Background: an optimization exercise with open tools, aiming at small area, a short achievable clock period and few clock cycles per item. Do not read the settings as production practice. The RTL was checked by simulation tests, not by an equivalence proof against the original design.

==> flow/design.v (outline; a module is shown in full before it is edited, if it fits) <==
// module geofence_sqrt: 53 lines
// module geofence_mul_a: 203 lines
// module geofence_mul_b: 185 lines
// module geofence: 241 lines
module geofence ( clk,reset,X,Y,R,valid,is_inside);
  // ...
==> flow/flow/run.sh <==
#!/bin/bash
# The standard layout (the standard.sh, unchanged synthesis and steps),
# with repair_timing asked for 16.5 ns of extra setup slack so that it works
# on the paths that set the achieved period. Same clock and constraints.
set -euo pipefail
bash standard.sh SETUP_SLACK_MARGIN=16.5 finish > flow_make.log 2>&1
==> flow/standard.sh <==
#!/bin/bash
# synth_recipe.tcl (not shown) runs the flow's synth.tcl, then flattens the netlist and writes it again
# the make line also repeats each setting of config.mk as NAME=value (left out here)
make -C /OpenROAD-flow-scripts/flow DESIGN_CONFIG=/design/flow/config.mk WORK_HOME=/design/flow/orfs CLKGATE_MAP_FILE= SYNTH_SCRIPT=/design/flow/synth_recipe.tcl "${@:-finish}"
==> flow/config.mk <==
export PLATFORM = sky130hd
export DESIGN_NAME = geofence
export DESIGN_NICKNAME = geofence
export VERILOG_FILES = /design/flow/design.v
export SDC_FILE = /design/flow/constraint.sdc
export NUM_CORES = 4
export LEC_CHECK = 0
export ABC_CLOCK_PERIOD_IN_PS = 6000
export CAP_MARGIN = 20
export CORE_MARGIN = 2
export CORE_UTILIZATION = 40
export SLEW_MARGIN = 20
==> flow/constraint.sdc <==
create_clock -name core_clock -period 22.0 [get_ports {clk}]
set_input_delay 4.4000 -clock core_clock [delete_from_list [all_inputs] [get_ports {clk}]]
set_output_delay 4.4000 -clock core_clock [all_outputs]
set_load 0.01 [all_outputs]
==> summary.md, run 1 <==
| Metric | Value |
|---|---|
| Non-clock buffers, area share | `0.0376` |
| Most flops, register | `ring` |
| Pre-CTS setup slack | `15.36 ns` |
| Final worst path period share | `0.253` |
| Adder-cell share of the synthesized area | `0.211` |
| Sequential portion of the cell area | `0.240` |
| Post-synthesis mux area share | `0.0333` |
| M1 GR Usage | `0.281` |
| Clk cell area share | `0.0439` |
| Final Hold Viols | `0` |
| Critical path endpoint | `is_inside` |
| H-tree depth | `2` |
| Clock latency on the worst-skew pair | `0.67 ns` |
| Antenna Cells | `0` |
| F_max | `180 MHz` |
| Met2 GRT Util | `0.363` |
| Synth Area in XOR/XNOR | `0.0692` |
| Port-buffer cells | `34` |
| Multi-input logic area | `29000 sq um` |
| Nets | `5506` |
| Avg Inst Size Synth | `8.59 sq um` |
| Site row count | `118` |
| Slew HR | `0.342` |
| Yosys cell types | `105` |
| Final setup TNS | `0 ns` |
| Outcome | `timing/DRC/antenna clean` |
| Crit path from | `isin_r` |
| Via Count | `34800` |
| Slew Limit Fails | `0` |
| GP Congestion | `0.925` |
Testbench counts, summed over its fixed seeds: cycles 86,392, objects 2,400.
==> module geofence, before the edit <==
module geofence ( clk,reset,X,Y,R,valid,is_inside);
input clk;
input reset;
input [9:0] X;
input [9:0] Y;
input [10:0] R;
output valid;
output is_inside;
reg [5:0] cyc;
reg valid_r, isin_r;
reg [1:0] opm;    
reg       npm;    
reg [2:0] npa, npb;
reg [2:0] nrot;   
reg       sq;     
reg [2:0] nre;    
reg       ce;     
reg [2:0] ci, cj;
reg       acc;    
localparam LAST = 6'd35;
always @(*) begin
    opm = 2'd0; sq = 1'b0; acc = 1'b0; ce = 1'b0; ci = 3'd0; cj = 3'd0;
    npm = 1'b0; npa = 3'd0; npb = 3'd0; nre = 3'd0; nrot = 3'd0;
    case (cyc)
    6'd0: begin opm = 2'd0; sq = 1'b0; acc = 1'b0; ce = 1'b0; ci = 3'd0; cj = 3'd0; npm = 1'b0; npa = 3'd0; npb = 3'd0; nre = 3'd0; nrot = 3'd1; end
    6'd1: begin opm = 2'd0; sq = 1'b0; acc = 1'b0; ce = 1'b0; ci = 3'd0; cj = 3'd0; npm = 1'b0; npa = 3'd0; npb = 3'd0; nre = 3'd0; nrot = 3'd2; end
    6'd2: begin opm = 2'd0; sq = 1'b0; acc = 1'b0; ce = 1'b0; ci = 3'd0; cj = 3'd0; npm = 1'b0; npa = 3'd1; npb = 3'd2; nre = 3'd0; nrot = 3'd3; end
    6'd3: begin opm = 2'd0; sq = 1'b0; acc = 1'b0; ce = 1'b0; ci = 3'd0; cj = 3'd0; npm = 1'b0; npa = 3'd1; npb = 3'd3; nre = 3'd0; nrot = 3'd4; end
    6'd4: begin opm = 2'd0; sq = 1'b0; acc = 1'b0; ce = 1'b0; ci = 3'd0; cj = 3'd0; npm = 1'b0; npa = 3'd2; npb = 3'd3; nre = 3'd0; nrot = 3'd5; end
    6'd5: begin opm = 2'd0; sq = 1'b0; acc = 1'b0; ce = 1'b1; ci = 3'd1; cj = 3'd2; npm = 1'b0; npa = 3'd1; npb = 3'd4; nre = 3'd0; nrot = 3'd0; end
    6'd6: begin opm = 2'd0; sq = 1'b0; acc = 1'b0; ce = 1'b1; ci = 3'd1; cj = 3'd3; npm = 1'b0; npa = 3'd2; npb = 3'd4; nre = 3'd0; nrot = 3'd1; end
    6'd7: begin opm = 2'd0; sq = 1'b0; acc = 1'b0; ce = 1'b1; ci = 3'd2; cj = 3'd3; npm = 1'b0; npa = 3'd3; npb = 3'd4; nre = 3'd0; nrot = 3'd2; end
    6'd8: begin opm = 2'd0; sq = 1'b0; acc = 1'b0; ce = 1'b1; ci = 3'd1; cj = 3'd4; npm = 1'b0; npa = 3'd1; npb = 3'd5; nre = 3'd0; nrot = 3'd3; end
    6'd9: begin opm = 2'd0; sq = 1'b0; acc = 1'b0; ce = 1'b1; ci = 3'd2; cj = 3'd4; npm = 1'b0; npa = 3'd2; npb = 3'd5; nre = 3'd0; nrot = 3'd4; end
    6'd10: begin opm = 2'd0; sq = 1'b0; acc = 1'b0; ce = 1'b1; ci = 3'd3; cj = 3'd4; npm = 1'b0; npa = 3'd3; npb = 3'd5; nre = 3'd0; nrot = 3'd5; end
    6'd11: begin opm = 2'd0; sq = 1'b0; acc = 1'b0; ce = 1'b1; ci = 3'd1; cj = 3'd5; npm = 1'b0; npa = 3'd4; npb = 3'd5; nre = 3'd0; nrot = 3'd0; end
    6'd12: begin opm = 2'd0; sq = 1'b0; acc = 1'b0; ce = 1'b1; ci = 3'd2; cj = 3'd5; npm = 1'b0; npa = 3'd0; npb = 3'd0; nre = 3'd0; nrot = 3'd1; end
    6'd13: begin opm = 2'd0; sq = 1'b0; acc = 1'b0; ce = 1'b1; ci = 3'd3; cj = 3'd5; npm = 1'b0; npa = 3'd0; npb = 3'd0; nre = 3'd0; nrot = 3'd2; end
    6'd14: begin opm = 2'd0; sq = 1'b0; acc = 1'b0; ce = 1'b1; ci = 3'd4; cj = 3'd5; npm = 1'b1; npa = 3'd0; npb = 3'd0; nre = 3'd0; nrot = 3'd3; end
    6'd15: begin opm = 2'd1; sq = 1'b0; acc = 1'b0; ce = 1'b0; ci = 3'd0; cj = 3'd0; npm = 1'b1; npa = 3'd1; npb = 3'd0; nre = 3'd0; nrot = 3'd4; end
    6'd16: begin opm = 2'd1; sq = 1'b0; acc = 1'b0; ce = 1'b0; ci = 3'd0; cj = 3'd0; npm = 1'b1; npa = 3'd2; npb = 3'd0; nre = 3'd0; nrot = 3'd5; end
    6'd17: begin opm = 2'd1; sq = 1'b0; acc = 1'b0; ce = 1'b0; ci = 3'd0; cj = 3'd0; npm = 1'b1; npa = 3'd3; npb = 3'd0; nre = 3'd0; nrot = 3'd0; end
    6'd18: begin opm = 2'd1; sq = 1'b0; acc = 1'b0; ce = 1'b0; ci = 3'd0; cj = 3'd0; npm = 1'b1; npa = 3'd4; npb = 3'd0; nre = 3'd0; nrot = 3'd1; end
    6'd19: begin opm = 2'd1; sq = 1'b0; acc = 1'b0; ce = 1'b0; ci = 3'd0; cj = 3'd0; npm = 1'b1; npa = 3'd5; npb = 3'd0; nre = 3'd0; nrot = 3'd2; end
    6'd20: begin opm = 2'd1; sq = 1'b0; acc = 1'b0; ce = 1'b0; ci = 3'd0; cj = 3'd0; npm = 1'b0; npa = 3'd0; npb = 3'd0; nre = 3'd1; nrot = 3'd3; end
    6'd21: begin opm = 2'd2; sq = 1'b0; acc = 1'b0; ce = 1'b0; ci = 3'd0; cj = 3'd0; npm = 1'b0; npa = 3'd0; npb = 3'd0; nre = 3'd2; nrot = 3'd4; end
    6'd22: begin opm = 2'd2; sq = 1'b0; acc = 1'b0; ce = 1'b0; ci = 3'd0; cj = 3'd0; npm = 1'b0; npa = 3'd0; npb = 3'd0; nre = 3'd3; nrot = 3'd5; end
    6'd23: begin opm = 2'd2; sq = 1'b1; acc = 1'b0; ce = 1'b0; ci = 3'd0; cj = 3'd0; npm = 1'b0; npa = 3'd0; npb = 3'd0; nre = 3'd4; nrot = 3'd0; end
    6'd24: begin opm = 2'd2; sq = 1'b1; acc = 1'b0; ce = 1'b0; ci = 3'd0; cj = 3'd0; npm = 1'b0; npa = 3'd0; npb = 3'd0; nre = 3'd5; nrot = 3'd1; end
    6'd25: begin opm = 2'd2; sq = 1'b1; acc = 1'b0; ce = 1'b0; ci = 3'd0; cj = 3'd0; npm = 1'b0; npa = 3'd0; npb = 3'd0; nre = 3'd0; nrot = 3'd2; end
    6'd26: begin opm = 2'd2; sq = 1'b1; acc = 1'b0; ce = 1'b0; ci = 3'd0; cj = 3'd0; npm = 1'b1; npa = 3'd0; npb = 3'd0; nre = 3'd0; nrot = 3'd3; end
    6'd27: begin opm = 2'd3; sq = 1'b1; acc = 1'b0; ce = 1'b0; ci = 3'd0; cj = 3'd0; npm = 1'b1; npa = 3'd1; npb = 3'd0; nre = 3'd0; nrot = 3'd4; end
    6'd28: begin opm = 2'd3; sq = 1'b1; acc = 1'b0; ce = 1'b0; ci = 3'd0; cj = 3'd0; npm = 1'b1; npa = 3'd2; npb = 3'd0; nre = 3'd0; nrot = 3'd5; end
    6'd29: begin opm = 2'd3; sq = 1'b0; acc = 1'b1; ce = 1'b0; ci = 3'd0; cj = 3'd0; npm = 1'b1; npa = 3'd3; npb = 3'd0; nre = 3'd0; nrot = 3'd0; end
    6'd30: begin opm = 2'd3; sq = 1'b0; acc = 1'b1; ce = 1'b0; ci = 3'd0; cj = 3'd0; npm = 1'b1; npa = 3'd4; npb = 3'd0; nre = 3'd0; nrot = 3'd1; end
    6'd31: begin opm = 2'd3; sq = 1'b0; acc = 1'b1; ce = 1'b0; ci = 3'd0; cj = 3'd0; npm = 1'b1; npa = 3'd5; npb = 3'd0; nre = 3'd0; nrot = 3'd2; end
    6'd32: begin opm = 2'd3; sq = 1'b0; acc = 1'b1; ce = 1'b0; ci = 3'd0; cj = 3'd0; npm = 1'b0; npa = 3'd0; npb = 3'd0; nre = 3'd0; nrot = 3'd3; end
    6'd33: begin opm = 2'd0; sq = 1'b0; acc = 1'b1; ce = 1'b0; ci = 3'd0; cj = 3'd0; npm = 1'b0; npa = 3'd0; npb = 3'd0; nre = 3'd0; nrot = 3'd4; end
    6'd34: begin opm = 2'd0; sq = 1'b0; acc = 1'b1; ce = 1'b0; ci = 3'd0; cj = 3'd0; npm = 1'b0; npa = 3'd0; npb = 3'd0; nre = 3'd0; nrot = 3'd5; end
    6'd35: begin opm = 2'd0; sq = 1'b0; acc = 1'b0; ce = 1'b0; ci = 3'd0; cj = 3'd0; npm = 1'b0; npa = 3'd0; npb = 3'd0; nre = 3'd0; nrot = 3'd0; end
    default: ;
    endcase
end
always @(posedge clk, posedge reset) begin
    if (reset) begin
        cyc <= 6'd0;
        valid_r <= 1'b0;
    end else begin
        cyc <= (cyc == LAST) ? 6'd0 : cyc + 6'd1;
        valid_r <= (cyc == LAST - 6'd1);
    end
end
assign valid = valid_r;
assign is_inside = isin_r;
reg [30:0] ring [0:5];
reg [9:0]  x0, y0;    
integer n;
always @(posedge clk) begin
    for (n = 0; n < 5; n = n + 1)
        ring[n] <= ring[n+1];
    ring[5] <= (cyc < 6'd6) ? {X, Y, R} : ring[0];
    if (cyc == 6'd0) begin
        x0 <= X;
        y0 <= Y;
    end
end
reg [2:0] rank [1:5];
reg [2:0] rankn [1:5];    
reg [5:0] la, lb, lra, lrb;    
reg [5:0] na, nb, nra, nrb;    
reg [5:0] sa, sb, sra, srb;
integer m;
always @(*) begin
    la = 6'd0; lb = 6'd0;
    if (!npm) begin
        la[npa] = 1'b1;
        lb[npb] = 1'b1;
    end else begin
        la[0] = (npa == 3'd0);
        lb[0] = (npa == 3'd5);
        for (m = 1; m < 6; m = m + 1) begin
            la[m] = (rankn[m] == npa - 3'd1);
            lb[m] = (rankn[m] == npa);
        end
    end
    lra[0] = (nre == 3'd0);
    lrb[0] = (nre == 3'd5);
    for (m = 1; m < 6; m = m + 1) begin
        lra[m] = (rankn[m] == nre - 3'd1);
        lrb[m] = (rankn[m] == nre);
    end
    for (m = 0; m < 6; m = m + 1) begin
        na[m] = la[(m + nrot) % 6];
        nb[m] = lb[(m + nrot) % 6];
        nra[m] = lra[(m + nrot) % 6];
        nrb[m] = lrb[(m + nrot) % 6];
    end
end
always @(posedge clk) begin
    sa <= na;
    sb <= nb;
    sra <= nra;
    srb <= nrb;
end
reg [9:0]  xa, ya, xb, yb;
reg [10:0] ra, rb;
always @(*) begin
    xa = 10'd0; ya = 10'd0; ra = 11'd0; xb = 10'd0; yb = 10'd0; rb = 11'd0;
    for (m = 0; m < 6; m = m + 1) begin
        xa = xa | (ring[m][30:21] & {10{sa[m]}});
        ya = ya | (ring[m][20:11] & {10{sa[m]}});
        ra = ra | (ring[m][10:0]  & {11{sra[m]}});
        xb = xb | (ring[m][30:21] & {10{sb[m]}});
        yb = yb | (ring[m][20:11] & {10{sb[m]}});
        rb = rb | (ring[m][10:0]  & {11{srb[m]}});
    end
end
wire [10:0] sqo;             
wire [10:0] sqo1;            
reg  [11:0] rsum;            
reg  [11:0] rdif;            
wire [10:0] as = sqo;        
reg  [21:0] p1, p2;          
reg         g1, g2;          
reg         gp1, gp2;        
always @(posedge clk) begin
    rsum <= ra + rb;
    rdif <= ra - rb;
end
reg [13:0] u1p, u1q, u2p, u2q, u3p, u3q, u4p, u4q;
reg        sb1, sb2, sb3, sb4, hv;
always @(*) begin
    sb1 = 1'b1; sb2 = 1'b1; sb3 = 1'b1; sb4 = 1'b1; hv = 1'b0;
    case (opm)
    2'd0: begin  
        u1p = xa;  u1q = x0;
        u2p = yb;  u2q = y0;
        u3p = ya;  u3q = y0;
        u4p = xb;  u4q = x0;
    end
    2'd1: begin  
        u1p = xa;  u1q = xb;
        u2p = xa;  u2q = xb;
        u3p = ya;  u3q = yb;
        u4p = yb;  u4q = ya;
    end
    2'd2: begin  
        hv = 1'b1;
        u1p = as;   u1q = rsum; sb1 = 1'b0;
        u2p = as;   u2q = {{2{rdif[11]}}, rdif};
        u3p = as;   u3q = {{2{rdif[11]}}, rdif}; sb3 = 1'b0;
        u4p = rsum; u4q = as;
    end
    default: begin  
        u1p = sqo; u1q = 14'd0;
        u2p = sqo1; u2q = 14'd0;
        u3p = xa;  u3q = xb; sb3 = 1'b0;
        u4p = yb;  u4q = ya;
    end
    endcase
end
function [12:0] opu;    
    input [13:0] p, q;
    input        sub, h;
    reg [13:0] x, y;
    begin
        x = sub ? p - q : p + q;
        y = h ? {x[13], x[13:1]} : x;
        opu = {y[13], (y[13] ? -y[11:0] : y[11:0])};
    end
endfunction
wire [12:0] d1 = opu(u1p, u1q, sb1, hv);
wire [12:0] d2 = opu(u2p, u2q, sb2, hv);
wire [12:0] d3 = opu(u3p, u3q, sb3, hv);
wire [12:0] d4 = opu(u4p, u4q, sb4, hv);
reg [11:0] o1;
reg [10:0] o2, o3, o4;
wire [22:0] m12;
wire [21:0] m34;
geofence_mul_a U_M1 (.a(o1), .b(o2), .y(m12));
geofence_mul_b U_M2 (.a(o3), .b(o4), .y(m34));
always @(posedge clk) begin
    o1 <= d1[11:0]; o2 <= d2[10:0]; o3 <= d3[10:0]; o4 <= d4[10:0];
    g1 <= d1[12] ^ d2[12];
    g2 <= d3[12] ^ d4[12];
    p1 <= m12[21:0];
    p2 <= m34;
    gp1 <= g1;
    gp2 <= g2;
end
wire p2gt = p2 > p1;
wire ccw = gp2 ? (gp1 ? p2gt : 1'b1) : (gp1 ? 1'b0 : !p2gt);
always @(*) begin
    for (m = 1; m < 6; m = m + 1) begin
        if (cyc == 6'd0)
            rankn[m] = 3'd0;
        else if (ce && ((ccw && cj == m) || (!ccw && ci == m)))
            rankn[m] = rank[m] + 3'd1;
        else
            rankn[m] = rank[m];
    end
end
always @(posedge clk) begin
    for (m = 1; m < 6; m = m + 1)
        rank[m] <= rankn[m];
end
wire [21:0] sqi = sq ? p1 : p1 + p2;
geofence_sqrt #(.NS(11), .CUT(11'b100_1001_000)) U_SQ (.clk(clk), .a(sqi), .root(sqo));
geofence_sqrt #(.NS(11), .CUT(11'b100_1001_000)) U_SQ1 (.clk(clk), .a(p2), .root(sqo1));
reg  [26:0] dacc;
wire [26:0] dadd = {4'b0000, p1, 1'b0} + (gp2 ? {5'b00000, p2} : ~{5'b00000, p2}) + {26'd0, ~gp2};
wire [26:0] dnew = dacc + dadd;
always @(posedge clk) begin
    if (cyc == 6'd0)
        dacc <= 27'd0;
    else if (acc)
        dacc <= dnew;
    if (cyc == LAST - 6'd1)
        isin_r <= dnew[26] || (dnew == 27'd0);
end
endmodule
==> inputs of run 2 (changes only) <==
--- a/flow/design.v
+++ b/flow/design.v
@@ -578,5 +578,5 @@
 end
 wire [10:0] sqo;             
-wire [10:0] sqo1;            
+wire [9:0]  sqo1;            
 reg  [11:0] rsum;            
 reg  [11:0] rdif;            
@@ -668,5 +668,5 @@
 wire [21:0] sqi = sq ? p1 : p1 + p2;
 geofence_sqrt #(.NS(11), .CUT(11'b100_1001_000)) U_SQ (.clk(clk), .a(sqi), .root(sqo));
-geofence_sqrt #(.NS(11), .CUT(11'b100_1001_000)) U_SQ1 (.clk(clk), .a(p2), .root(sqo1));
+geofence_sqrt #(.NS(10), .CUT(10'b10_0100_100)) U_SQ1 (.clk(clk), .a(p2[19:0]), .root(sqo1));
 reg  [26:0] dacc;
 wire [26:0] dadd = {4'b0000, p1, 1'b0} + (gp2 ? {5'b00000, p2} : ~{5'b00000, p2}) + {26'd0, ~gp2};
==> summary.md, run 2 <==
| Metric | Value |
|---|---|
| Die area | `106000 sq um` |
| Core area | `102000 sq um` |
| Max reg flops | `roughly 190` |
| Max-cap violations | `0` |
| Initial antenna violation count | `3` |
| Worst-path clk slew | `0.07 ns` |
| Mapped Area | `41200 sq um` |
| Post-layout util | `0.459` |
| CP max-delay cell | `edfxtp_1` |
| Total wire length | `120000 um` |
| Via Count | `34300 (-1.2%)` |
| WS Path Type | `flop to output pin` |
| P&R area growth vs syn | `13.7%` |
| Final Hold Viols | `0 (unchanged)` |
| Pre-Repair DR Iteration Count | `7` |
| WP data required | `roughly 18 ns` |
| Top Family by Delay on Critical Path | `flip-flops` |
| Crit path cell chain | `buf_2` |
| DRC viols | `0` |
| Dominant synthesized flop cell | `dfxtp_1` |
| Crit-path max cell delay | `between 0.3 and 0.4 ns` |
| Gr ovfl total | `0` |
| Antenna Violating Nets Remaining | `0` |
| Ranking of synthesized cells by area | `dfxtp_1, ha_1, fa_1, xnor2_1, inv_1` |
| Placed Cells | `6051` |
| Avg Inst Size Synth | `8.58 sq um (-0.17%)` |
| Port-buffer cells | `34 (unchanged)` |
| Most frequent cells in the layout | `dfxtp_1, inv_1, nor2_1` |
| GRT Util Overall | `0.218` |
| Clock buffer depth | `3` |
| WL/cell | `19.1 um` |
| Num CTS Buffers | `61` |
| Yosys cell types | `107 (+1.9%)` |
| Layout cells sized above 1 | `0.113` |
| Worst Path Arrival | `1.18 ns` |
| Worst-margin pin slew | `1.12 ns` |
| F_max | `179 MHz (-0.35%)` |
| Fillers | `9944` |
| # setup viols final | `0` |
| Final worst path period share | `0.254 (+0.000882)` |
| Site row count | `117 (-0.85%)` |
| Skew final | `slightly above 0.04 ns` |
| Syn. warnings | `6` |
| Post-synth EDFFs | `21` |
| Non-Filler Instances | `6267` |
| # hold bufs at CTS | `0` |
| Synth Instances | `4807` |
| Largest net degree at the start of global routing | `between 50 and 60` |
| Die W | `325 um` |
| Peak fanout along the critical path | `1` |
| Multi-input logic area | `28400 sq um (-1.8%)` |
| Vias in the first global route | `33500` |
| First-pass GRT wire length | `186000 um` |
| Slew Limit Fails | `0 (unchanged)` |
| Synth area leader | `dfxtp_1` |
| Commonest cells post-synth | `dfxtp_1, inv_1, ha_1` |
| Startpoint Class | `flop` |
| CTS tree | `built` |
| GP Congestion | `0.945 (+2.1%)` |
| Top-area cell type share of the netlist area | `0.253` |
| Top-count cell post-synth | `dfxtp_1` |
| Slew HR | `0.256 (-0.0859)` |
| Nets | `5450 (-1.0%)` |
| Final setup TNS | `0 ns (unchanged)` |
| Via density | `5.48` |
| Worst Path Buf+Inv | `1` |
| Hold Path Class | `flop to flop` |
| RSZ-0062 raised after global routing | `true` |
| H-tree depth | `2 (unchanged)` |
| Largest registers | `ring: 186 flops, dacc: 27 flops` |
| Initial drt markers | `2432` |
| Synth Net Count | `5410` |
| Period minus WS final | `5.58 ns` |
| Initial core utilization | `0.404` |
| Root Buffer | `clkbuf_16` |
| Num Clock Sinks | `549` |
| FF/Latch Area | `11300 sq um` |
| Clock latency on the worst-skew pair | `0.67 ns (about the same)` |
| Outcome | `timing/DRC/antenna clean` |
| Most flops, register | `ring` |
| Crit end category | `output pin` |
| #FFs+latches synth | `549` |
| Die Y | `325 um` |
| HPWL Detailed | `90000 um` |
| Seq/Total Area, Yosys | `0.273` |
| R2r setup slk | `16.48 ns` |
| Num ports | `35` |
| Fraction of registers with async set or reset after synthesis | `0.0128` |
| Commonest non-fill, non-tap cell in the layout | `dfxtp_1` |
-- run 2: cell count changes in the layout (fill, tap and decap cells not counted), moves of 13 or more --
| cell | before | now |
|---|---|---|
| a21o_1 | 43 | 58 |
| mux2_4 | 14 | 0 |
| nor3_1 | 81 | 63 |
| dfxtp_4 | 22 | 6 |
| o211ai_1 | 12 | 25 |
| nand2_1 | 359 | 338 |
| nor2_1 | 316 | 352 |
| a211oi_1 | 15 | 36 |
| xor2_1 | 114 | 100 |
| o21ai_0 | 165 | 179 |
-- run 2: final cells by class --
class | instances | area share
Multi-Input combinational cell | 3571 | 0.607
Sequential cell | 549 | 0.241
Inverter | 493 | 0.0401
Tap cell | 1368 | 0.0365
Clock buffer | 77 | 0.0360
Timing Repair Buffer | 171 | 0.0311
Clock inverter | 36 | 0.00849
Antenna cell | 2 | 0.000107
-- run 2: metrics by stage --
stage / cell area (sq um) / setup WS, ns / hold WS (ns)
finish: 46900 / 16.42 / 0.305
global route: 46900 / 16.31 / 0.308
CTS: 45800 / 16.32 / 0.298
detailed placement: 42900 / 15.15 / 0.312
global placement: 42900 / 15.16 / 0.312
floorplan: 41300 / 16.50 / 0.310
-- run 2: logic make-up (layout without fill, tap and decap cells) --
| logic type | count (synthesis) | in the layout | share of synthesized area |
|---|---|---|---|
| adder cells (fa/ha/maj) | 570 | 570 | 0.210 |
| multiplexers | 103 | 103 | 0.0267 |
| other | 0 | 2 | 0 |
| AO/OA/AOI/OAI | 1163 | 1164 | 0.189 |
| buffers and inverters | 689 | 777 | 0.0642 |
| flip-flops | 549 | 549 | 0.273 |
| AND/OR/NAND/NOR | 1421 | 1422 | 0.171 |
| XOR/XNOR | 312 | 312 | 0.0663 |
-- run 2: layer usage --
| layer | part of all wire | vias to the layer above | GRT usage |
|---|---|---|---|
| met5 | 0 | - | 0 |
| li1 | - | 16700 | - |
| met1 | 0.44 | 16500 | 0.282 |
| met4 | 0.033 | 0 | 0.0723 |
| met2 | 0.48 | 950 | 0.374 |
| met3 | 0.052 | 219 | 0.0273 |
-- run 2: final timing paths --
path	startpoint	depth (start not counted)	endpoint
worst min register to register	U_SQ1.st[4].n.c.a_r[4]	0	U_SQ1.st[7].n.c.a_r[4]
worst min-delay path	U_SQ1.st[4].n.c.a_r[4]	0	U_SQ1.st[7].n.c.a_r[4]
max in group asynchronous	reset	2	cyc[5]
worst max register to register	U_SQ.st[8].n.c.q_r[0]	25	U_SQ.st[11].n.c.r_r[4]
worst max-delay path	isin_r	1	is_inside
min in group asynchronous	reset	2	valid_r
-- run 2: timing repair --
action / CTS / global route
gates cloned: 2 / 2
resized for setup: 119 / 162
setup endpoints to repair: 85 / 91
buffers inserted: 52 / 45
pin swaps: 27 / 61
Testbench counts of run 2, summed over its fixed seeds: cycles 86,392, objects 2,400.
==> inputs of run 3 (changes only) <==
--- a/flow/design.v
+++ b/flow/design.v
@@ -453,5 +453,4 @@
 reg       npm;    
 reg [2:0] npa, npb;
-reg [2:0] nrot;   
 reg       sq;     
 reg [2:0] nre;    
@@ -462,42 +461,42 @@
 always @(*) begin
     opm = 2'd0; sq = 1'b0; acc = 1'b0; ce = 1'b0; ci = 3'd0; cj = 3'd0;
-    npm = 1'b0; npa = 3'd0; npb = 3'd0; nre = 3'd0; nrot = 3'd0;
+    npm = 1'b0; npa = 3'd0; npb = 3'd0; nre = 3'd0;
     case (cyc)
-    6'd0: begin opm = 2'd0; sq = 1'b0; acc = 1'b0; ce = 1'b0; ci = 3'd0; cj = 3'd0; npm = 1'b0; npa = 3'd0; npb = 3'd0; nre = 3'd0; nrot = 3'd1; end
-    6'd1: begin opm = 2'd0; sq = 1'b0; acc = 1'b0; ce = 1'b0; ci = 3'd0; cj = 3'd0; npm = 1'b0; npa = 3'd0; npb = 3'd0; nre = 3'd0; nrot = 3'd2; end
-    6'd2: begin opm = 2'd0; sq = 1'b0; acc = 1'b0; ce = 1'b0; ci = 3'd0; cj = 3'd0; npm = 1'b0; npa = 3'd1; npb = 3'd2; nre = 3'd0; nrot = 3'd3; end
-    6'd3: begin opm = 2'd0; sq = 1'b0; acc = 1'b0; ce = 1'b0; ci = 3'd0; cj = 3'd0; npm = 1'b0; npa = 3'd1; npb = 3'd3; nre = 3'd0; nrot = 3'd4; end
-    6'd4: begin opm = 2'd0; sq = 1'b0; acc = 1'b0; ce = 1'b0; ci = 3'd0; cj = 3'd0; npm = 1'b0; npa = 3'd2; npb = 3'd3; nre = 3'd0; nrot = 3'd5; end
-    6'd5: begin opm = 2'd0; sq = 1'b0; acc = 1'b0; ce = 1'b1; ci = 3'd1; cj = 3'd2; npm = 1'b0; npa = 3'd1; npb = 3'd4; nre = 3'd0; nrot = 3'd0; end
-    6'd6: begin opm = 2'd0; sq = 1'b0; acc = 1'b0; ce = 1'b1; ci = 3'd1; cj = 3'd3; npm = 1'b0; npa = 3'd2; npb = 3'd4; nre = 3'd0; nrot = 3'd1; end
-    6'd7: begin opm = 2'd0; sq = 1'b0; acc = 1'b0; ce = 1'b1; ci = 3'd2; cj = 3'd3; npm = 1'b0; npa = 3'd3; npb = 3'd4; nre = 3'd0; nrot = 3'd2; end
-    6'd8: begin opm = 2'd0; sq = 1'b0; acc = 1'b0; ce = 1'b1; ci = 3'd1; cj = 3'd4; npm = 1'b0; npa = 3'd1; npb = 3'd5; nre = 3'd0; nrot = 3'd3; end
-    6'd9: begin opm = 2'd0; sq = 1'b0; acc = 1'b0; ce = 1'b1; ci = 3'd2; cj = 3'd4; npm = 1'b0; npa = 3'd2; npb = 3'd5; nre = 3'd0; nrot = 3'd4; end
-    6'd10: begin opm = 2'd0; sq = 1'b0; acc = 1'b0; ce = 1'b1; ci = 3'd3; cj = 3'd4; npm = 1'b0; npa = 3'd3; npb = 3'd5; nre = 3'd0; nrot = 3'd5; end
-    6'd11: begin opm = 2'd0; sq = 1'b0; acc = 1'b0; ce = 1'b1; ci = 3'd1; cj = 3'd5; npm = 1'b0; npa = 3'd4; npb = 3'd5; nre = 3'd0; nrot = 3'd0; end
-    6'd12: begin opm = 2'd0; sq = 1'b0; acc = 1'b0; ce = 1'b1; ci = 3'd2; cj = 3'd5; npm = 1'b0; npa = 3'd0; npb = 3'd0; nre = 3'd0; nrot = 3'd1; end
-    6'd13: begin opm = 2'd0; sq = 1'b0; acc = 1'b0; ce = 1'b1; ci = 3'd3; cj = 3'd5; npm = 1'b0; npa = 3'd0; npb = 3'd0; nre = 3'd0; nrot = 3'd2; end
-    6'd14: begin opm = 2'd0; sq = 1'b0; acc = 1'b0; ce = 1'b1; ci = 3'd4; cj = 3'd5; npm = 1'b1; npa = 3'd0; npb = 3'd0; nre = 3'd0; nrot = 3'd3; end
-    6'd15: begin opm = 2'd1; sq = 1'b0; acc = 1'b0; ce = 1'b0; ci = 3'd0; cj = 3'd0; npm = 1'b1; npa = 3'd1; npb = 3'd0; nre = 3'd0; nrot = 3'd4; end
-    6'd16: begin opm = 2'd1; sq = 1'b0; acc = 1'b0; ce = 1'b0; ci = 3'd0; cj = 3'd0; npm = 1'b1; npa = 3'd2; npb = 3'd0; nre = 3'd0; nrot = 3'd5; end
-    6'd17: begin opm = 2'd1; sq = 1'b0; acc = 1'b0; ce = 1'b0; ci = 3'd0; cj = 3'd0; npm = 1'b1; npa = 3'd3; npb = 3'd0; nre = 3'd0; nrot = 3'd0; end
-    6'd18: begin opm = 2'd1; sq = 1'b0; acc = 1'b0; ce = 1'b0; ci = 3'd0; cj = 3'd0; npm = 1'b1; npa = 3'd4; npb = 3'd0; nre = 3'd0; nrot = 3'd1; end
-    6'd19: begin opm = 2'd1; sq = 1'b0; acc = 1'b0; ce = 1'b0; ci = 3'd0; cj = 3'd0; npm = 1'b1; npa = 3'd5; npb = 3'd0; nre = 3'd0; nrot = 3'd2; end
-    6'd20: begin opm = 2'd1; sq = 1'b0; acc = 1'b0; ce = 1'b0; ci = 3'd0; cj = 3'd0; npm = 1'b0; npa = 3'd0; npb = 3'd0; nre = 3'd1; nrot = 3'd3; end
-    6'd21: begin opm = 2'd2; sq = 1'b0; acc = 1'b0; ce = 1'b0; ci = 3'd0; cj = 3'd0; npm = 1'b0; npa = 3'd0; npb = 3'd0; nre = 3'd2; nrot = 3'd4; end
-    6'd22: begin opm = 2'd2; sq = 1'b0; acc = 1'b0; ce = 1'b0; ci = 3'd0; cj = 3'd0; npm = 1'b0; npa = 3'd0; npb = 3'd0; nre = 3'd3; nrot = 3'd5; end
-    6'd23: begin opm = 2'd2; sq = 1'b1; acc = 1'b0; ce = 1'b0; ci = 3'd0; cj = 3'd0; npm = 1'b0; npa = 3'd0; npb = 3'd0; nre = 3'd4; nrot = 3'd0; end
-    6'd24: begin opm = 2'd2; sq = 1'b1; acc = 1'b0; ce = 1'b0; ci = 3'd0; cj = 3'd0; npm = 1'b0; npa = 3'd0; npb = 3'd0; nre = 3'd5; nrot = 3'd1; end
-    6'd25: begin opm = 2'd2; sq = 1'b1; acc = 1'b0; ce = 1'b0; ci = 3'd0; cj = 3'd0; npm = 1'b0; npa = 3'd0; npb = 3'd0; nre = 3'd0; nrot = 3'd2; end
-    6'd26: begin opm = 2'd2; sq = 1'b1; acc = 1'b0; ce = 1'b0; ci = 3'd0; cj = 3'd0; npm = 1'b1; npa = 3'd0; npb = 3'd0; nre = 3'd0; nrot = 3'd3; end
-    6'd27: begin opm = 2'd3; sq = 1'b1; acc = 1'b0; ce = 1'b0; ci = 3'd0; cj = 3'd0; npm = 1'b1; npa = 3'd1; npb = 3'd0; nre = 3'd0; nrot = 3'd4; end
-    6'd28: begin opm = 2'd3; sq = 1'b1; acc = 1'b0; ce = 1'b0; ci = 3'd0; cj = 3'd0; npm = 1'b1; npa = 3'd2; npb = 3'd0; nre = 3'd0; nrot = 3'd5; end
-    6'd29: begin opm = 2'd3; sq = 1'b0; acc = 1'b1; ce = 1'b0; ci = 3'd0; cj = 3'd0; npm = 1'b1; npa = 3'd3; npb = 3'd0; nre = 3'd0; nrot = 3'd0; end
-    6'd30: begin opm = 2'd3; sq = 1'b0; acc = 1'b1; ce = 1'b0; ci = 3'd0; cj = 3'd0; npm = 1'b1; npa = 3'd4; npb = 3'd0; nre = 3'd0; nrot = 3'd1; end
-    6'd31: begin opm = 2'd3; sq = 1'b0; acc = 1'b1; ce = 1'b0; ci = 3'd0; cj = 3'd0; npm = 1'b1; npa = 3'd5; npb = 3'd0; nre = 3'd0; nrot = 3'd2; end
-    6'd32: begin opm = 2'd3; sq = 1'b0; acc = 1'b1; ce = 1'b0; ci = 3'd0; cj = 3'd0; npm = 1'b0; npa = 3'd0; npb = 3'd0; nre = 3'd0; nrot = 3'd3; end
-    6'd33: begin opm = 2'd0; sq = 1'b0; acc = 1'b1; ce = 1'b0; ci = 3'd0; cj = 3'd0; npm = 1'b0; npa = 3'd0; npb = 3'd0; nre = 3'd0; nrot = 3'd4; end
-    6'd34: begin opm = 2'd0; sq = 1'b0; acc = 1'b1; ce = 1'b0; ci = 3'd0; cj = 3'd0; npm = 1'b0; npa = 3'd0; npb = 3'd0; nre = 3'd0; nrot = 3'd5; end
-    6'd35: begin opm = 2'd0; sq = 1'b0; acc = 1'b0; ce = 1'b0; ci = 3'd0; cj = 3'd0; npm = 1'b0; npa = 3'd0; npb = 3'd0; nre = 3'd0; nrot = 3'd0; end
+    6'd0: begin opm = 2'd0; sq = 1'b0; acc = 1'b0; ce = 1'b0; ci = 3'd0; cj = 3'd0; npm = 1'b0; npa = 3'd0; npb = 3'd0; nre = 3'd0; end
+    6'd1: begin opm = 2'd0; sq = 1'b0; acc = 1'b0; ce = 1'b0; ci = 3'd0; cj = 3'd0; npm = 1'b0; npa = 3'd0; npb = 3'd0; nre = 3'd0; end
+    6'd2: begin opm = 2'd0; sq = 1'b0; acc = 1'b0; ce = 1'b0; ci = 3'd0; cj = 3'd0; npm = 1'b0; npa = 3'd4; npb = 3'd5; nre = 3'd0; end
+    6'd3: begin opm = 2'd0; sq = 1'b0; acc = 1'b0; ce = 1'b0; ci = 3'd0; cj = 3'd0; npm = 1'b0; npa = 3'd3; npb = 3'd5; nre = 3'd0; end
+    6'd4: begin opm = 2'd0; sq = 1'b0; acc = 1'b0; ce = 1'b0; ci = 3'd0; cj = 3'd0; npm = 1'b0; npa = 3'd3; npb = 3'd4; nre = 3'd0; end
+    6'd5: begin opm = 2'd0; sq = 1'b0; acc = 1'b0; ce = 1'b1; ci = 3'd2; cj = 3'd3; npm = 1'b0; npa = 3'd1; npb = 3'd4; nre = 3'd0; end
+    6'd6: begin opm = 2'd0; sq = 1'b0; acc = 1'b0; ce = 1'b1; ci = 3'd1; cj = 3'd3; npm = 1'b0; npa = 3'd1; npb = 3'd3; nre = 3'd0; end
+    6'd7: begin opm = 2'd0; sq = 1'b0; acc = 1'b0; ce = 1'b1; ci = 3'd1; cj = 3'd2; npm = 1'b0; npa = 3'd1; npb = 3'd2; nre = 3'd0; end
+    6'd8: begin opm = 2'd0; sq = 1'b0; acc = 1'b0; ce = 1'b1; ci = 3'd5; cj = 3'd2; npm = 1'b0; npa = 3'd4; npb = 3'd2; nre = 3'd0; end
+    6'd9: begin opm = 2'd0; sq = 1'b0; acc = 1'b0; ce = 1'b1; ci = 3'd5; cj = 3'd1; npm = 1'b0; npa = 3'd4; npb = 3'd1; nre = 3'd0; end
+    6'd10: begin opm = 2'd0; sq = 1'b0; acc = 1'b0; ce = 1'b1; ci = 3'd5; cj = 3'd0; npm = 1'b0; npa = 3'd4; npb = 3'd0; nre = 3'd0; end
+    6'd11: begin opm = 2'd0; sq = 1'b0; acc = 1'b0; ce = 1'b1; ci = 3'd2; cj = 3'd0; npm = 1'b0; npa = 3'd4; npb = 3'd5; nre = 3'd0; end
+    6'd12: begin opm = 2'd0; sq = 1'b0; acc = 1'b0; ce = 1'b1; ci = 3'd2; cj = 3'd5; npm = 1'b0; npa = 3'd0; npb = 3'd0; nre = 3'd0; end
+    6'd13: begin opm = 2'd0; sq = 1'b0; acc = 1'b0; ce = 1'b1; ci = 3'd2; cj = 3'd4; npm = 1'b0; npa = 3'd0; npb = 3'd0; nre = 3'd0; end
+    6'd14: begin opm = 2'd0; sq = 1'b0; acc = 1'b0; ce = 1'b1; ci = 3'd2; cj = 3'd3; npm = 1'b1; npa = 3'd0; npb = 3'd0; nre = 3'd0; end
+    6'd15: begin opm = 2'd1; sq = 1'b0; acc = 1'b0; ce = 1'b0; ci = 3'd0; cj = 3'd0; npm = 1'b1; npa = 3'd1; npb = 3'd0; nre = 3'd0; end
+    6'd16: begin opm = 2'd1; sq = 1'b0; acc = 1'b0; ce = 1'b0; ci = 3'd0; cj = 3'd0; npm = 1'b1; npa = 3'd2; npb = 3'd0; nre = 3'd0; end
+    6'd17: begin opm = 2'd1; sq = 1'b0; acc = 1'b0; ce = 1'b0; ci = 3'd0; cj = 3'd0; npm = 1'b1; npa = 3'd3; npb = 3'd0; nre = 3'd0; end
+    6'd18: begin opm = 2'd1; sq = 1'b0; acc = 1'b0; ce = 1'b0; ci = 3'd0; cj = 3'd0; npm = 1'b1; npa = 3'd4; npb = 3'd0; nre = 3'd0; end
+    6'd19: begin opm = 2'd1; sq = 1'b0; acc = 1'b0; ce = 1'b0; ci = 3'd0; cj = 3'd0; npm = 1'b1; npa = 3'd5; npb = 3'd0; nre = 3'd0; end
+    6'd20: begin opm = 2'd1; sq = 1'b0; acc = 1'b0; ce = 1'b0; ci = 3'd0; cj = 3'd0; npm = 1'b0; npa = 3'd0; npb = 3'd0; nre = 3'd1; end
+    6'd21: begin opm = 2'd2; sq = 1'b0; acc = 1'b0; ce = 1'b0; ci = 3'd0; cj = 3'd0; npm = 1'b0; npa = 3'd0; npb = 3'd0; nre = 3'd2; end
+    6'd22: begin opm = 2'd2; sq = 1'b0; acc = 1'b0; ce = 1'b0; ci = 3'd0; cj = 3'd0; npm = 1'b0; npa = 3'd0; npb = 3'd0; nre = 3'd3; end
+    6'd23: begin opm = 2'd2; sq = 1'b1; acc = 1'b0; ce = 1'b0; ci = 3'd0; cj = 3'd0; npm = 1'b0; npa = 3'd0; npb = 3'd0; nre = 3'd4; end
+    6'd24: begin opm = 2'd2; sq = 1'b1; acc = 1'b0; ce = 1'b0; ci = 3'd0; cj = 3'd0; npm = 1'b0; npa = 3'd0; npb = 3'd0; nre = 3'd5; end
+    6'd25: begin opm = 2'd2; sq = 1'b1; acc = 1'b0; ce = 1'b0; ci = 3'd0; cj = 3'd0; npm = 1'b0; npa = 3'd0; npb = 3'd0; nre = 3'd0; end
+    6'd26: begin opm = 2'd2; sq = 1'b1; acc = 1'b0; ce = 1'b0; ci = 3'd0; cj = 3'd0; npm = 1'b1; npa = 3'd0; npb = 3'd0; nre = 3'd0; end
+    6'd27: begin opm = 2'd3; sq = 1'b1; acc = 1'b0; ce = 1'b0; ci = 3'd0; cj = 3'd0; npm = 1'b1; npa = 3'd1; npb = 3'd0; nre = 3'd0; end
+    6'd28: begin opm = 2'd3; sq = 1'b1; acc = 1'b0; ce = 1'b0; ci = 3'd0; cj = 3'd0; npm = 1'b1; npa = 3'd2; npb = 3'd0; nre = 3'd0; end
+    6'd29: begin opm = 2'd3; sq = 1'b0; acc = 1'b1; ce = 1'b0; ci = 3'd0; cj = 3'd0; npm = 1'b1; npa = 3'd3; npb = 3'd0; nre = 3'd0; end
+    6'd30: begin opm = 2'd3; sq = 1'b0; acc = 1'b1; ce = 1'b0; ci = 3'd0; cj = 3'd0; npm = 1'b1; npa = 3'd4; npb = 3'd0; nre = 3'd0; end
+    6'd31: begin opm = 2'd3; sq = 1'b0; acc = 1'b1; ce = 1'b0; ci = 3'd0; cj = 3'd0; npm = 1'b1; npa = 3'd5; npb = 3'd0; nre = 3'd0; end
+    6'd32: begin opm = 2'd3; sq = 1'b0; acc = 1'b1; ce = 1'b0; ci = 3'd0; cj = 3'd0; npm = 1'b0; npa = 3'd0; npb = 3'd0; nre = 3'd0; end
+    6'd33: begin opm = 2'd0; sq = 1'b0; acc = 1'b1; ce = 1'b0; ci = 3'd0; cj = 3'd0; npm = 1'b0; npa = 3'd0; npb = 3'd0; nre = 3'd0; end
+    6'd34: begin opm = 2'd0; sq = 1'b0; acc = 1'b1; ce = 1'b0; ci = 3'd0; cj = 3'd0; npm = 1'b0; npa = 3'd0; npb = 3'd0; nre = 3'd0; end
+    6'd35: begin opm = 2'd0; sq = 1'b0; acc = 1'b0; ce = 1'b0; ci = 3'd0; cj = 3'd0; npm = 1'b0; npa = 3'd0; npb = 3'd0; nre = 3'd0; end
     default: ;
     endcase
@@ -515,10 +514,15 @@
 assign is_inside = isin_r;
 reg [30:0] ring [0:5];
-reg [9:0]  x0, y0;    
+reg [2:0]  pos [0:5];
+reg [2:0]  posn [0:5];    
+reg [9:0]  x0, y0;        
 integer n;
 always @(posedge clk) begin
-    for (n = 0; n < 5; n = n + 1)
+    for (n = 0; n < 5; n = n + 1) begin
         ring[n] <= ring[n+1];
+        pos[n] <= posn[n+1];
+    end
     ring[5] <= (cyc < 6'd6) ? {X, Y, R} : ring[0];
+    pos[5] <= (cyc < 6'd6) ? {2'b00, cyc != 6'd0} : posn[0];
     if (cyc == 6'd0) begin
         x0 <= X;
@@ -526,34 +530,21 @@
     end
 end
-reg [2:0] rank [1:5];
-reg [2:0] rankn [1:5];    
-reg [5:0] la, lb, lra, lrb;    
 reg [5:0] na, nb, nra, nrb;    
 reg [5:0] sa, sb, sra, srb;
+reg [2:0] npb1, nre1;
 integer m;
 always @(*) begin
-    la = 6'd0; lb = 6'd0;
-    if (!npm) begin
-        la[npa] = 1'b1;
-        lb[npb] = 1'b1;
-    end else begin
-        la[0] = (npa == 3'd0);
-        lb[0] = (npa == 3'd5);
-        for (m = 1; m < 6; m = m + 1) begin
-            la[m] = (rankn[m] == npa - 3'd1);
-            lb[m] = (rankn[m] == npa);
-        end
-    end
-    lra[0] = (nre == 3'd0);
-    lrb[0] = (nre == 3'd5);
-    for (m = 1; m < 6; m = m + 1) begin
-        lra[m] = (rankn[m] == nre - 3'd1);
-        lrb[m] = (rankn[m] == nre);
-    end
+    npb1 = (npa == 3'd5) ? 3'd0 : npa + 3'd1;
+    nre1 = (nre == 3'd5) ? 3'd0 : nre + 3'd1;
     for (m = 0; m < 6; m = m + 1) begin
-        na[m] = la[(m + nrot) % 6];
-        nb[m] = lb[(m + nrot) % 6];
-        nra[m] = lra[(m + nrot) % 6];
-        nrb[m] = lrb[(m + nrot) % 6];
+        if (!npm) begin
+            na[m] = (npa == m);
+            nb[m] = (npb == m);
+        end else begin
+            na[m] = (posn[(m + 1) % 6] == npa);
+            nb[m] = (posn[(m + 1) % 6] == npb1);
+        end
+        nra[m] = (posn[(m + 1) % 6] == nre);
+        nrb[m] = (posn[(m + 1) % 6] == nre1);
     end
 end
@@ -653,16 +644,6 @@
 wire ccw = gp2 ? (gp1 ? p2gt : 1'b1) : (gp1 ? 1'b0 : !p2gt);
 always @(*) begin
-    for (m = 1; m < 6; m = m + 1) begin
-        if (cyc == 6'd0)
-            rankn[m] = 3'd0;
-        else if (ce && ((ccw && cj == m) || (!ccw && ci == m)))
-            rankn[m] = rank[m] + 3'd1;
-        else
-            rankn[m] = rank[m];
-    end
-end
-always @(posedge clk) begin
-    for (m = 1; m < 6; m = m + 1)
-        rank[m] <= rankn[m];
+    for (m = 0; m < 6; m = m + 1)
+        posn[m] = pos[m] + {2'b00, ce && (ccw ? (cj == m) : (ci == m))};
 end
 wire [21:0] sqi = sq ? p1 : p1 + p2;
==> summary.md, run 3 <==
| Metric | Value |
|---|---|
| GRT Util Overall | `0.210 (-0.00750)` |
| Gr ovfl total | `0 (unchanged)` |
| Via Count | `31700 (-7.8%)` |
| Root Buffer | `clkbuf_16` |
| Startpoint Class | `flop` |
| Largest registers | `ring: 186 flops, dacc: 27 flops` |
| Initial core utilization | `0.402 (-0.00221)` |
| Clock buffer depth | `3 (unchanged)` |
| Syn. warnings | `6 (unchanged)` |
| DRC viols | `0 (unchanged)` |
| Synth Instances | `4502 (-6.3%)` |
| Synth Net Count | `5089 (-5.9%)` |
| Adder-cell share of the synthesized area | `0.215 (+0.00478)` |
| Routing usage on met3 | `0.0209 (-0.00637)` |
| RSZ-0062 raised after global routing | `true` |
| CP max-delay cell | `edfxtp_1` |
| Vias in the first global route | `30800 (-8.0%)` |
| WP data required | `17.60 ns (about the same)` |
| Site row count | `115 (-1.7%)` |
| Largest family of logic cells by synthesized area | `adder cells` |
| CTS tree | `built` |
| Seq/Total Area, Yosys | `0.287 (+0.0143)` |
| Ranking of synthesized cells by area | `dfxtp_1, ha_1, fa_1, inv_1, xnor2_1` |
| Post-synthesis mux area share | `0.0269 (+0.000145)` |
| Mapped Area | `39400 sq um (-4.5%)` |
| Num ports | `35 (unchanged)` |
| GR peak layer | `met2` |
| WS Path Type | `flop to output pin` |
| Final Hold Viols | `0 (unchanged)` |
| Layout cells sized above 1 | `0.110 (-0.00300)` |
| Clock latency on the worst-skew pair | `0.66 ns (about the same)` |
| Crit end category | `output pin` |
| H-tree depth | `2 (unchanged)` |
| Die W | `318 um (-2.2%)` |
| Fraction of the mapped netlist area in compound gates | `0.179 (-0.00993)` |
| Placement Cell Area | `40900 sq um (-4.5%)` |
| # setup viols final | `0 (unchanged)` |
| Total wire length | `110000 um (-7.7%)` |
| Num Clock Sinks | `552 (+0.55%)` |
| Non-Filler Instances | `5877 (-6.2%)` |
| Synth area leader | `dfxtp_1` |
| WL/cell | `18.8 um (-1.5%)` |
| Avg Inst Size Synth | `8.75 sq um (+2.0%)` |
| Placed Cells | `5680 (-6.1%)` |
| P&R area growth vs syn | `14.0%` |
| Worst-margin pin slew | `1.10 ns (-0.0210 ns)` |
| Slew Limit Fails | `0 (unchanged)` |
| Final worst path period share | `0.253 (-0.000745)` |
| Pre-Repair DR Iteration Count | `6 (-1)` |
| Top-area cell type share of the netlist area | `0.266 (+0.0134)` |
| Commonest cells post-synth | `dfxtp_1, inv_1, ha_1` |
| #FFs+latches synth | `552 (+0.55%)` |
| Slew HR | `0.269 (+0.0130)` |
| Initial antenna violation count | `4 (+1)` |
| Most frequent cells in the layout | `dfxtp_1, inv_1, nor2_1` |
| Top Family by Delay on Critical Path | `flip-flops` |
| Met2 GRT Util | `0.353 (-0.0213)` |
| Post-route cell area | `44900 sq um (-4.3%)` |
| Max reg flops | `186 (unchanged)` |
| Port-buffer cells | `34 (unchanged)` |
| HPWL Detailed | `83400 um (-7.3%)` |
| Post-layout util | `0.458 (-0.00153)` |
| Final setup TNS | `0 ns (unchanged)` |
| Post-synth EDFFs | `21 (unchanged)` |
| Via density | `5.39 (-1.7%)` |
| Die area | `101000 sq um (-4.4%)` |
| F_max | `180 MHz (+0.29%)` |
| Max-cap violations | `0 (unchanged)` |
| M1 GR Usage | `0.274 (-0.00770)` |
| Dominant synthesized flop cell | `dfxtp_1` |
| Antenna Violating Nets Remaining | `0 (unchanged)` |
| Worst Path Buf+Inv | `1 (unchanged)` |
| Die Y | `318 um (-2.2%)` |
| Worst-path clk slew | `0.06 ns (about the same)` |
| Period minus WS final | `5.57 ns (-0.0164 ns)` |
| Num CTS Buffers | `58 (-4.9%)` |
| Peak fanout along the critical path | `1 (unchanged)` |
| Top-count cell post-synth | `dfxtp_1` |
| Skew final | `0.0403 ns (-0.000607 ns)` |
| Most flops, register | `ring` |
| First-pass GRT wire length | `170000 um (-8.4%)` |
| Commonest non-fill, non-tap cell in the layout | `dfxtp_1` |
| GP Congestion | `0.960 (+1.6%)` |
| R2r setup slk | `16.48 ns (about the same)` |
| Crit-path max cell delay | `0.37 ns (about the same)` |
| Worst Path Arrival | `1.17 ns (about the same)` |
| # hold bufs at CTS | `0 (unchanged)` |
| Hold Path Class | `flop to flop` |
| Nets | `5124 (-6.0%)` |
| Initial drt markers | `2175 (-11%)` |
| Synth Area in XOR/XNOR | `0.0694 (+0.00315)` |
| Outcome | `timing/DRC/antenna clean` |
| Yosys cell types | `98 (-8.4%)` |
| Largest net degree at the start of global routing | `68 (+28%)` |
| Fraction of registers with async set or reset after synthesis | `0.0127 (-0.0000693)` |
| Crit path cell chain | `buf_2` |
| Core area | `98000 sq um (-4.0%)` |
| Simple-Gate Fraction of Synth Area | `0.160 (-0.0114)` |
run 3: changes by cell type in the layout (fill, tap and decap cells not counted), sizes merged, moves of 12 or more:
cell    previous run  this run
nor2             359       341
a22oi            174       186
a221oi            32        12
a211oi            44        29
nand3            127       110
ha               368       352
o21a              42        62
o22ai             13         0
nand2b            49        25
buf              137       109
nand2            347       269
a21o              59        45
or3               29        41
run 3: per-stage QoR:
stage | hold slack, ns | setup WS, ns
final | 0.324 | 16.43
after global routing | 0.329 | 16.29
after CTS | 0.325 | 16.40
after detailed placement | 0.312 | 15.33
after global placement | 0.310 | 15.50
after floorplan | 0.310 | 16.48
run 3: metal layers:
metal  routed length, um  vias to the layer above  part of all wire
li1                    -                    15500                 -
met1               48600                    15100              0.44
met2               51900                      875              0.47
met3                4790                      220             0.043
met4                5000                        0             0.045
met5                   0                        -                 0
run 3: final cells by class:
cell class | count | area [sq um]
multi-input cells | 3296 | 26500
repair buffers | 148 | 1450
flip-flops and latches | 552 | 11400
inverters | 481 | 1820
well taps | 1287 | 1610
fillers | 9413 | 53100
clock buffers | 66 | 1530
clock inverters | 43 | 551
diodes | 4 | 10.0
run 3: kinds of logic (layout without fill, tap and decap cells):
group | Yosys count | after routing
buffers and inverters | 655 | 738
and+or+nand+nor | 1264 | 1265
muxes | 99 | 99
DFF | 552 | 552
xor gates and xnor gates | 309 | 309
adders and majority gates | 554 | 554
AOI/OAI and AO/OA | 1069 | 1069
other | 0 | 4
run 3: final timing paths:
| path | from | cells past startpoint | to |
|---|---|---|---|
| min reg2reg | U_SQ.st[5].n.c.a_r[7] | 0 | U_SQ.st[8].n.c.a_r[7] |
| min in group asynchronous | reset | 2 | valid_r |
| min | U_SQ.st[5].n.c.a_r[7] | 0 | U_SQ.st[8].n.c.a_r[7] |
| max reg2reg | p2[5] | 24 | U_SQ.st[5].n.c.r_r[4] |
| max | isin_r | 1 | is_inside |
| max in group asynchronous | reset | 2 | cyc[2] |
run 3: what timing repair did:
item / in CTS / in global routing
endpoints found under the setup margin: 94 / 90
resized for setup: 144 / 150
pin swaps: 23 / 48
cloned: 1 / 7
setup buffers: 28 / 48
Testbench counts of run 3, summed over its fixed seeds: cycles 86,392, objects 2,400.
==> inputs of run 4 (changes only) <==
==> flow/flow/run.sh (replaced) <==
#!/bin/bash
# The standard layout (the standard.sh, unchanged synthesis and steps),
# with repair_timing asked for 16.3 ns of extra setup slack so that it works
# on the paths that set the achieved period. Same clock and constraints.
set -euo pipefail
bash standard.sh SETUP_SLACK_MARGIN=16.3 finish > flow_make.log 2>&1
--- a/flow/config.mk
+++ b/flow/config.mk
@@ -10,3 +10,5 @@
 export CORE_MARGIN = 2
 export CORE_UTILIZATION = 40
+export CTS_CLUSTER_DIAMETER = 150
+export CTS_CLUSTER_SIZE = 20
 export SLEW_MARGIN = 20
==> summary.md, run 4 <==
| Metric | Value |
|---|---|
| Largest net degree at the start of global routing | `69 (+1.5%)` |
| Final setup TNS | `0 ns (unchanged)` |
| Commonest cells post-synth | `dfxtp_1, inv_1, ha_1` |
| Syn. warnings | `6 (unchanged)` |
| Num CTS Buffers | `31 (-47%)` |
| H-tree depth | `1 (-1)` |
| DRC viols | `0 (unchanged)` |
| CP max-delay cell | `dfrtp_1` |
| WL/cell | `18.9 um (+0.71%)` |
| Slew Limit Fails | `0 (unchanged)` |
| Via density | `5.43 (+0.69%)` |
| GP Congestion | `0.993 (+3.5%)` |
| Pre-Repair DR Iteration Count | `7 (+1)` |
| Die W | `318 um (unchanged)` |
| Outcome | `timing/DRC/antenna clean` |
| Gr ovfl total | `0 (unchanged)` |
| GRT Util Overall | `0.208 (-0.00231)` |
| #FFs+latches synth | `552 (unchanged)` |
| Die Y | `318 um (unchanged)` |
| Worst-margin pin slew | `1.07 ns (-0.0303 ns)` |
| Root Buffer | `clkbuf_16` |
| Initial drt markers | `2031 (-6.6%)` |
| Hold Path Class | `flop to flop` |
| Worst Path Arrival | `1.26 ns (+0.09 ns)` |
| Placement Cell Area | `40900 sq um (about the same)` |
| Startpoint Class | `flop` |
| Antenna Violating Nets Remaining | `0 (unchanged)` |
| Num Clock Sinks | `552 (unchanged)` |
| WS Path Type | `flop to output pin` |
| Most flops, register | `ring` |
| Ranking of synthesized cells by area | `dfxtp_1, ha_1, fa_1, inv_1, xnor2_1` |
| Pre-CTS setup slack | `15.30 ns (-0.0284 ns)` |
| Yosys cell types | `98 (unchanged)` |
| Skew final | `0.0588 ns (+0.0186 ns)` |
| Non-Filler Instances | `5780 (-1.7%)` |
| Post-synth EDFFs | `21 (unchanged)` |
| Nets | `5067 (-1.1%)` |
| Fraction of registers with async set or reset after synthesis | `0.0127 (unchanged)` |
| HPWL Detailed | `83700 um (+0.30%)` |
| Top-count cell post-synth | `dfxtp_1` |
| Synth area leader | `dfxtp_1` |
| Vias in the first global route | `30400 (-1.4%)` |
| Max-cap violations | `0 (unchanged)` |
| Seq/Total Area, Yosys | `0.287 (unchanged)` |
| Post-route cell area | `43000 sq um (-4.2%)` |
| Crit-path max cell delay | `0.37 ns (about the same)` |
| Commonest non-fill, non-tap cell in the layout | `dfxtp_1` |
| Period minus WS final | `5.66 ns (+0.0941 ns)` |
| Num ports | `35 (unchanged)` |
| Mapped Area | `39400 sq um (unchanged)` |
| Layout cells sized above 1 | `0.0793 (-0.0311)` |
| First-pass GRT wire length | `169000 um (-0.65%)` |
| Final worst path period share | `0.257 (+0.00428)` |
| Site row count | `115 (unchanged)` |
| Top Family by Delay on Critical Path | `flip-flops` |
| Peak fanout along the critical path | `1 (unchanged)` |
| P&R area growth vs syn | `9.21%` |
| Total wire length | `109000 um (-0.95%)` |
| Die area | `101000 sq um (unchanged)` |
| Max reg flops | `186 (unchanged)` |
| Crit end category | `output pin` |
| # hold bufs at CTS | `0 (unchanged)` |
| Dominant synthesized flop cell | `dfxtp_1` |
| Worst Path Buf+Inv | `1 (unchanged)` |
| Crit path cell chain | `clkdlybuf4s15_1` |
| FF/Latch Area | `11300 sq um (-0.32%)` |
| Multi-input logic area | `26300 sq um (-0.93%)` |
| Top-area cell type share of the netlist area | `0.266 (unchanged)` |
| Worst-path clk slew | `0.10 ns (+0.04 ns)` |
| RSZ-0062 raised after global routing | `true` |
| Final Hold Viols | `0 (unchanged)` |
| Core area | `98000 sq um (unchanged)` |
| Initial core utilization | `0.402 (unchanged)` |
| Initial antenna violation count | `8 (+4)` |
| Clock buffer depth | `3 (unchanged)` |
| Via Count | `31400 (-0.98%)` |
| Placed Cells | `5680 (unchanged)` |
| # setup viols final | `0 (unchanged)` |
| Synth Instances | `4502 (unchanged)` |
| Avg Inst Size Synth | `8.75 sq um (unchanged)` |
| Slew HR | `0.290 (+0.0212)` |
| Most frequent cells in the layout | `dfxtp_1, inv_1, nor2_1` |
| F_max | `177 MHz (-1.7%)` |
| Largest registers | `ring: 186 flops, dacc: 27 flops` |
| Post-route setup slack | `16.34 ns (-0.0941 ns)` |
| Fillers | `9613 (+2.1%)` |
| WP data required | `17.60 ns (about the same)` |
| CTS tree | `built` |
| Clock latency on the worst-skew pair | `0.67 ns (about the same)` |
| Synth Net Count | `5089 (unchanged)` |
| Port-buffer cells | `34 (unchanged)` |
-- run 4: final timing paths --
| path | from | end | slack [ns] | depth (start not counted) |
|---|---|---|---|---|
| worst max-delay path | valid_r | valid | 16.34 | 1 |
| worst min-delay path | U_SQ.st[8].n.c.a_r[1] | U_SQ.st[11].n.c.a_r[1] | 0.33 | 0 |
| worst max register to register | p1[5] | U_SQ.st[5].n.c.r_r[3] | 16.48 | 26 |
| worst min register to register | U_SQ.st[8].n.c.a_r[1] | U_SQ.st[11].n.c.a_r[1] | 0.33 | 0 |
| max in group asynchronous | reset | cyc[2] | 17.82 | 2 |
| min in group asynchronous | reset | cyc[3] | 3.95 | 2 |
-- run 4: kinds of logic after synthesis --
logic type / after synthesis / share of synthesized area
and+or+nand+nor: 1264 / 0.160
AOI/OAI and AO/OA: 1069 / 0.179
buffers and inverters: 655 / 0.0631
adders and majority gates: 554 / 0.215
DFF: 552 / 0.287
xor gates and xnor gates: 309 / 0.0694
muxes: 99 / 0.0269
-- run 4: metrics by stage --
stage / util / hold slack [ns]
global route: 0.439 / 0.338
detailed placement: 0.418 / 0.312
floorplan: - / 0.310
global placement: 0.418 / 0.311
CTS: 0.430 / 0.328
finish: 0.439 / 0.331
-- run 4: area by class of cell --
type,instances,share of cell area
multi-input cells,3296,0.611
flip-flops and latches,552,0.264
inverters,481,0.0423
well taps,1287,0.0375
repair buffers,118,0.0255
clock buffers,41,0.0189
clock inverters,3,0.000757
diodes,2,0.000116
-- run 4: layer usage --
metal	vias to the layer above	part of all wire	global-route usage
li1	15400	-	-
met1	15000	0.45	0.275
met2	793	0.46	0.349
met3	202	0.042	0.0162
met4	0	0.047	0.0880
met5	-	0	0
-- run 4: repair_timing --
item | 4_1_cts | 5_1_grt
pin swaps | 8 | 31
endpoints found under the setup margin | 77 | 88
buffers inserted | 9 | 41
gates cloned | 0 | 4
gates resized for setup | 76 | 124

re-timing with driven ports:
The flow's constraints put no driver on any port. The routed layouts listed below were extracted and timed again, unchanged, in two steps. Step 1 assumes that a clkbuf_16 drives the clock port and a buf_2 every other input. Step 2 times the ports against the registers' clock, not the clock port: input delays grow and output delays shrink by t, the midpoint of the rising clock arrivals with the driver on. Slacks: ideal / step 1 / step 2; pairs: ideal / step 1.
run	t, ns	setup WS [ns]	cell pins on the clock port's net
run 1	0.720	16.437 / 16.367 / 16.477	1
run 2	0.717	16.418 / 16.353 / 16.483	1
run 3	0.705	16.434 / 16.369 / 16.476	1
run 4	0.703	16.340 / 16.278 / 16.484	1
After both steps every run listed still meets setup and hold.
